Background: an optimization exercise with open tools, aiming at small area. Do not read the settings as production practice. Function was checked by simulation only, so behaviour that the tests miss may differ from the original. No driver is modelled on the clock port, so clock power and skew are understated where the tree is cut down; a real chip needs a root buffer or a tree. Power figures rest on the tool's default switching activity, not on a simulated workload.

## signalProcess
module signalProcess(clk, rst, SCK, MOSI, MISO, SSEL);
input clk;
input rst;
input SCK, SSEL, MOSI;
output MISO;
reg [2:0] sck_r;
reg [1:0] ssel_r;
reg [1:0] mosi_r;
always @(posedge clk) begin
  sck_r  <= {sck_r[1:0], SCK};
  ssel_r <= {ssel_r[0], SSEL};
  mosi_r <= {mosi_r[0], MOSI};
end
wire act  = ~ssel_r[1];
wire mosi = mosi_r[1];
wire rise = act & sck_r[1] & ~sck_r[2];
reg rd;           
reg z;            
reg wpend;        
reg [5:0] ptr;    
reg [5:0] d;      
reg [7:0] sr;     
reg [7:0] bf;
reg [495:0] ring;   
reg [2:0] bitcnt;
always @(posedge clk)
  if (rst | (~act & ~rd))
    bitcnt <= 3'd1;
  else if (rise)
    bitcnt <= {bitcnt[1:0], bitcnt[2] ^ bitcnt[1] ^ (bitcnt[1:0] == 2'd0)};
wire last = rise & (bitcnt == 3'd0);    
wire [7:0] sr_sh = {sr[6:0], rd ? sr[7] : mosi};
wire hit   = (d == 6'd0);
wire rswap = hit & wpend;                
wire sswap = last & ~z;                  
wire start = last & ~rd & (ptr == 6'd0);   
always @(posedge clk) begin
  ring <= {ring[487:0], rswap ? bf : ring[495:488]};
  bf <= ({8{sswap}} & sr_sh) | ({8{rswap & ~sswap}} & ring[495:488]) | ({8{~sswap & ~rswap}} & bf);
  sr <= ({8{sswap}} & bf) | ({8{rise & ~sswap}} & sr_sh) | ({8{~sswap & ~rise}} & sr);
end
always @(posedge clk)
  if (rst) begin
    rd    <= 1'b0;
    z     <= 1'b0;
    wpend <= 1'b0;
    ptr   <= 6'd1;
    d     <= 6'd0;
  end else begin
    if (last & ~rd)
      ptr <= {ptr[4:0], ptr[5] ^ ptr[4] ^ (ptr[4:0] == 5'd0)};
    if (start)
      rd <= 1'b1;
    z     <= start | (z & ~last);
    wpend <= sswap | (wpend & ~hit);
    if (!rswap)
      d <= {d[4:0], ~(d[5] ^ d[1] ^ d[0])};    
  end
assign MISO = sr[7] & ~z;   
endmodule
==> module signalProcess, before the edit <==
module signalProcess(clk, rst, SCK, MOSI, MISO, SSEL);
input clk;
input rst;
input SCK, SSEL, MOSI;
output MISO;
reg [2:0] sck_r;
reg [1:0] ssel_r;
reg [1:0] mosi_r;
always @(posedge clk) begin
  sck_r  <= {sck_r[1:0], SCK};
  ssel_r <= {ssel_r[0], SSEL};
  mosi_r <= {mosi_r[0], MOSI};
end
wire act  = ~ssel_r[1];
wire mosi = mosi_r[1];
wire rise = act & sck_r[1] & ~sck_r[2];
reg rd;           
reg z;            
reg wpend;        
reg [5:0] ptr;    
reg [5:0] d;      
reg [7:0] sr;     
reg [7:0] bf;
reg [495:0] ring;   
reg [2:0] bitcnt;
always @(posedge clk)
  if (rst | (~act & ~rd))
    bitcnt <= 3'd1;
  else if (rise)
    bitcnt <= {bitcnt[1:0], bitcnt[2] ^ bitcnt[1] ^ (bitcnt[1:0] == 2'd0)};
wire last = rise & (bitcnt == 3'd0);    
wire [7:0] sr_sh = {sr[6:0], rd ? sr[7] : mosi};
wire hit   = (d == 6'd0);
wire rswap = hit & wpend;                
wire sswap = last & ~z;                  
wire start = last & ~rd & (ptr == 6'd0);   
always @(posedge clk) begin
  ring <= {ring[487:0], rswap ? bf : ring[495:488]};
  bf <= ({8{sswap}} & sr_sh) | ({8{rswap & ~sswap}} & ring[495:488]) | ({8{~sswap & ~rswap}} & bf);
  sr <= ({8{sswap}} & bf) | ({8{rise & ~sswap}} & sr_sh) | ({8{~sswap & ~rise}} & sr);
end
always @(posedge clk)
  if (rst) begin
    rd    <= 1'b0;
    z     <= 1'b0;
    wpend <= 1'b0;
    ptr   <= 6'd1;
    d     <= 6'd0;
  end else begin
    if (last & ~rd)
      ptr <= {ptr[4:0], ptr[5] ^ ptr[4] ^ (ptr[4:0] == 5'd0)};
    if (start)
      rd <= 1'b1;
    z     <= start | (z & ~last);
    wpend <= sswap | (wpend & ~hit);
    if (!rswap)
      d <= {d[4:0], ~(d[5] ^ d[1] ^ d[0])};    
  end
assign MISO = sr[7] & ~z;   
endmodule
==> flow/config.mk <==
export PLATFORM = sky130hd
export DESIGN_NAME = signalProcess
export DESIGN_NICKNAME = signalProcess
export VERILOG_FILES = /design/flow/design.v
export SDC_FILE = /design/flow/constraint.sdc
export NUM_CORES = 4
export LEC_CHECK = 0
export CAP_MARGIN = 20
export CORE_MARGIN = 2
export CORE_UTILIZATION = 70
export SLEW_MARGIN = 20
==> flow/constraint.sdc <==
create_clock -name core_clock -period 10.0 [get_ports {clk}]
set_input_delay 2.0000 -clock core_clock [delete_from_list [all_inputs] [get_ports {clk}]]
set_output_delay 2.0000 -clock core_clock [all_outputs]
set_load 0.01 [all_outputs]
standard.sh (not shown) runs the stock make flow with config.mk's settings and CLKGATE_MAP_FILE= SYNTH_SCRIPT=/design/flow/synth_recipe.tcl, a recipe that flattens the netlist after the stock synthesis.
==> flow/flow/run.sh <==
#!/bin/bash
# The standard layout with two changes:
#  - synthesis maps the logic with an area-oriented ABC script (flow/my_synth.tcl,
#    flow/area.abc: AIG resynthesis, then area mapping); the flip-flops are mapped as
#    in the standard synthesis;
#  - after placement, flow/tree.tcl builds a two-level inverter clock tree over
#    clusters of flip-flops (flow/cluster.py) in place of ORFS's CTS. Several cluster
#    counts are tried on the placed design; the smallest tree whose worst clock-pin
#    slew (placement estimate) is at most SLEW_PS is built.
# Each tool's output goes to its own log file here; ORFS's per-step logs stay in orfs/logs.
set -euo pipefail
export FLOW_WORK=$PWD
export FLOW_ABC_SCRIPT=$PWD/flow/area.abc
export BUFFER_PORTS_ARGS="-buffer_cell sky130_fd_sc_hd__buf_1"
SYN="SYNTH_SCRIPT=$PWD/flow/my_synth.tcl"
SLEW_PS=122
R=orfs/results/sky130hd/signalProcess/base
bash standard.sh "$SYN" place > flow_place.log 2>&1
ODB=$R/3_place.odb OUT=flops.txt openroad -no_init -exit flow/dump.tcl > dump.log 2>&1
mkdir -p trees
cands=()
for p in med box; do
  for k in 20 21 22 23 24 26; do
    cands+=("bisect $k sky130_fd_sc_hd__inv_8 sky130_fd_sc_hd__inv_12 2 $p")
  done
done
i=0
for c in "${cands[@]}"; do
  (
    python3 flow/cluster.py flops.txt $c > trees/plan$i.txt 2> trees/cluster$i.log
    ODB=$R/3_place.odb SDC=$R/3_place.sdc PLAN=trees/plan$i.txt \
      openroad -no_init -exit flow/tree.tcl > trees/tree$i.log 2>&1
  ) &
  i=$((i + 1))
  if (( i % 4 == 0 )); then wait; fi
done
wait
best=$(for j in $(seq 0 $((i - 1))); do
  awk -v j=$j -v lim=$SLEW_PS '/^TREE area/ { if ($5 <= lim) print $3, j }' trees/tree$j.log
done | sort -n | head -1 | cut -d' ' -f2)
best=${best:-5}   # none within SLEW_PS: the most leaves
echo "chosen plan $best: $(cat trees/cluster$best.log) $(grep '^TREE' trees/tree$best.log)" > tree_choice.log
ODB=$R/3_place.odb SDC=$R/3_place.sdc PLAN=trees/plan$best.txt OUTODB=$R/4_1_cts.odb OUTSDC=$R/4_cts.sdc \
  openroad -no_init -exit flow/tree.tcl > tree.log 2>&1
bash standard.sh "$SYN" finish > flow_finish.log 2>&1
Other scripts of this flow, unchanged in this note and not shown: flow/flow/area.abc, flow/flow/cluster.py, flow/flow/dump.tcl, flow/flow/my_synth.tcl, flow/flow/tree.tcl
The baseline completed with no timing, DRC or antenna violations.
Change:
--- a/flow/design.v
+++ b/flow/design.v
@@ -34,12 +34,18 @@
 wire rswap = hit & wpend;                
 wire sswap = last & ~z;                  
 wire start = last & ~rd & (ptr == 6'd0);   
 always @(posedge clk) begin
   ring <= {ring[487:0], rswap ? bf : ring[495:488]};
-  bf <= ({8{sswap}} & sr_sh) | ({8{rswap & ~sswap}} & ring[495:488]) | ({8{~sswap & ~rswap}} & bf);
-  sr <= ({8{sswap}} & bf) | ({8{rise & ~sswap}} & sr_sh) | ({8{~sswap & ~rise}} & sr);
+  if (sswap)
+    bf <= sr_sh;
+  else if (rswap)
+    bf <= ring[495:488];
+  if (sswap)
+    sr <= bf;
+  else if (rise)
+    sr <= sr_sh;
 end
 always @(posedge clk)
   if (rst) begin
     rd    <= 1'b0;
     z     <= 1'b0;
Effect: Setup slack loses 0.73 ns; critical path depth went down by 3; hold slack improved by 0.0035 ns; register-to-register slack is worse by 0.73 ns; first-iteration DRC count came out lower by well over a third; final area rose slightly; global-route usage rose by 0.27 points; routed wire length grows by a few percent; sequential power hardly moves; cell count goes down by a few percent.
No run of this note takes its clock network from TritonCTS; it comes from the design's own scripts or RTL.

========
## purple
Another version of the RTL of signalProcess (not shown whole).
For scale: roughly 550 flip-flops.
==> module signalProcess, before the edit <==
module signalProcess(clk, rst, SCK, MOSI, MISO, SSEL);
input clk;
input rst;
input SCK, SSEL, MOSI;
output MISO;
reg [2:0] sck_r;
reg [1:0] ssel_r;
reg [1:0] mosi_r;
always @(posedge clk) begin
  sck_r  <= {sck_r[1:0], SCK};
  ssel_r <= {ssel_r[0], SSEL};
  mosi_r <= {mosi_r[0], MOSI};
end
wire act  = ~ssel_r[1];
wire mosi = mosi_r[1];
wire rise = act & sck_r[1] & ~sck_r[2];
reg [2:0] bitcnt;
always @(posedge clk)
  if (rst | ~act)
    bitcnt <= 3'd0;
  else if (rise)
    bitcnt <= bitcnt + 3'd1;
wire last = rise & (&bitcnt);    
reg rd;           
reg wpend;        
reg rfull;        
reg ld;           
reg [5:0] ptr;    
reg [5:0] d;      
reg [7:0] sr;     
reg [7:0] bf;
reg [511:0] ring;   
wire hit   = (d == 6'd0);    
wire fetch = hit & (wpend | (rd & (~rfull | ld)));
wire ins   = hit & wpend;
wire [5:0] ptr_n = ptr + {5'd0, fetch};
wire recv  = last & ~rd;
wire recv_last = recv & (&ptr_n);    
always @(posedge clk) begin
  ring <= {ring[503:0], ins ? bf : ring[511:504]};
  if (!fetch)
    d <= d - 6'd1;
  if (recv)
    bf <= {sr[6:0], mosi};
  else if (fetch)
    bf <= ring[503:496];
  if (ld)
    sr <= bf;
  else if (recv_last)
    sr <= 8'h00;                        
  else if (rise)
    sr <= {sr[6:0], mosi & ~rd};
end
always @(posedge clk)
  if (rst) begin
    rd    <= 1'b0;
    wpend <= 1'b0;
    rfull <= 1'b0;
    ld    <= 1'b0;
    ptr   <= 6'd0;
  end else begin
    ptr   <= ptr_n;
    if (recv_last)
      rd <= 1'b1;
    wpend <= recv | (wpend & ~hit);
    rfull <= (fetch & rd) | (rfull & ~ld);
    ld    <= last & rd;
  end
assign MISO = sr[7];   
endmodule
Settings: LEC_CHECK=0, CAP_MARGIN=20, CORE_MARGIN=2, CORE_UTILIZATION=60, SLEW_MARGIN=20; clock period 10.0 ns.
==> flow/flow/run.sh <==
#!/bin/bash
set -euo pipefail
export CTS_ARGS="-sink_clustering_enable -repair_clock_nets -dont_use_dummy_load -buf_list sky130_fd_sc_hd__clkbuf_4 -sink_clustering_size 12 -sink_clustering_max_diameter 60"
export BUFFER_PORTS_ARGS="-buffer_cell sky130_fd_sc_hd__buf_1"
bash standard.sh > flow.log 2>&1
For green, these inputs were changed with respect to purple:
==> flow/design.v <==
module signalProcess(clk, rst, SCK, MOSI, MISO, SSEL);
input clk;
input rst;
input SCK, SSEL, MOSI;
output MISO;
reg [2:0] sck_r;
reg [1:0] ssel_r;
reg [1:0] mosi_r;
always @(posedge clk) begin
  sck_r  <= {sck_r[1:0], SCK};
  ssel_r <= {ssel_r[0], SSEL};
  mosi_r <= {mosi_r[0], MOSI};
end
wire act  = ~ssel_r[1];
wire mosi = mosi_r[1];
wire rise = act & sck_r[1] & ~sck_r[2];
reg [2:0] bitcnt;
always @(posedge clk)
  if (rst | ~act)
    bitcnt <= 3'd1;
  else if (rise)
    bitcnt <= {bitcnt[1:0], bitcnt[2] ^ bitcnt[1] ^ (bitcnt[1:0] == 2'd0)};
wire last = rise & (bitcnt == 3'd0);    
reg rd;           
reg wpend;        
reg ld;           
reg [5:0] ptr;    
reg [5:0] d;      
reg [7:0] sr;     
reg [7:0] bf;
reg [511:0] ring;   
wire d_low = (d[4:0] == 5'd0);
wire hit  = d_low & ~d[5];         
wire ins  = hit & wpend;
wire step = rd ? last : ins;     
wire p_low = (ptr[4:0] == 5'd0);
wire [5:0] ptr_n = step ? {ptr[4:0], ptr[5] ^ ptr[4] ^ p_low} : ptr;   
wire recv = last & ~rd;
wire recv_last = recv & (ptr_n == 6'd0);    
always @(posedge clk) begin
  ring <= {ring[503:0], ins ? bf : ring[511:504]};
  if (!step)
    d <= {d[4:0], d[5] ^ d[4] ^ d_low};    
  if (recv)
    bf <= {sr[6:0], mosi};
  else if (hit)
    bf <= ring[503:496];
  if (ld)
    sr <= bf;
  else if (recv_last)
    sr <= 8'h00;                        
  else if (rise)
    sr <= {sr[6:0], mosi & ~rd};
end
always @(posedge clk)
  if (rst) begin
    rd    <= 1'b0;
    wpend <= 1'b0;
    ld    <= 1'b0;
    ptr   <= 6'd1;
  end else begin
    ptr <= ptr_n;
    if (recv_last)
      rd <= 1'b1;
    wpend <= recv | (wpend & ~hit);
    ld    <= last & rd;
  end
assign MISO = sr[7];   
endmodule
Notes after the runs:
green completed every stage of the flow, and the final layout passed the timing, design-rule and antenna checks. From purple to green the numbers moved as follows: area overhead of the layout relative to synthesis neither gained nor lost much; power of the clock network picked up an extra about 0.7%; count of buffer and inverter cells on the critical path lost 1; utilization lost 0.22 points. For purple, the kind of critical path was reg -> reg, unlike green, where it was reg -> out. Diff purple..green | sequential cell count | negligible. Higher post-layout total power among purple and green: purple. Going from purple to green, cell count after synthesis grew slightly.

==> port drivers added, routing unchanged <==
Ports are ideal in the flow. The routed layouts listed here were re-timed in OpenROAD.
Step 1, drivers: a clkbuf_16 drives clk and a buf_2 each remaining input, both assumed.
Step 2 also shifts input and output timing later by t, the mid clock arrival at the registers, as if the neighbouring blocks saw the same clock.
a / b / c = ideal ports / drivers / drivers and shift; a / b = the first two.
run | shift t [ns] | setup slack, ns | latest minus earliest clock arrival (ns)
the first run of note 1 | 0.307 | 6.844 / 6.844 / 6.844 | 0.019 / 0.019
the second run of note 1 | 0.312 | 6.117 / 6.117 / 6.117 | 0.022 / 0.022
purple | 0.667 | 6.717 / 6.717 / 6.717 | 0.079 / 0.079
green | 0.691 | 6.815 / 6.776 / 7.243 | 0.079 / 0.079
After both steps setup and hold are still met in every run listed.
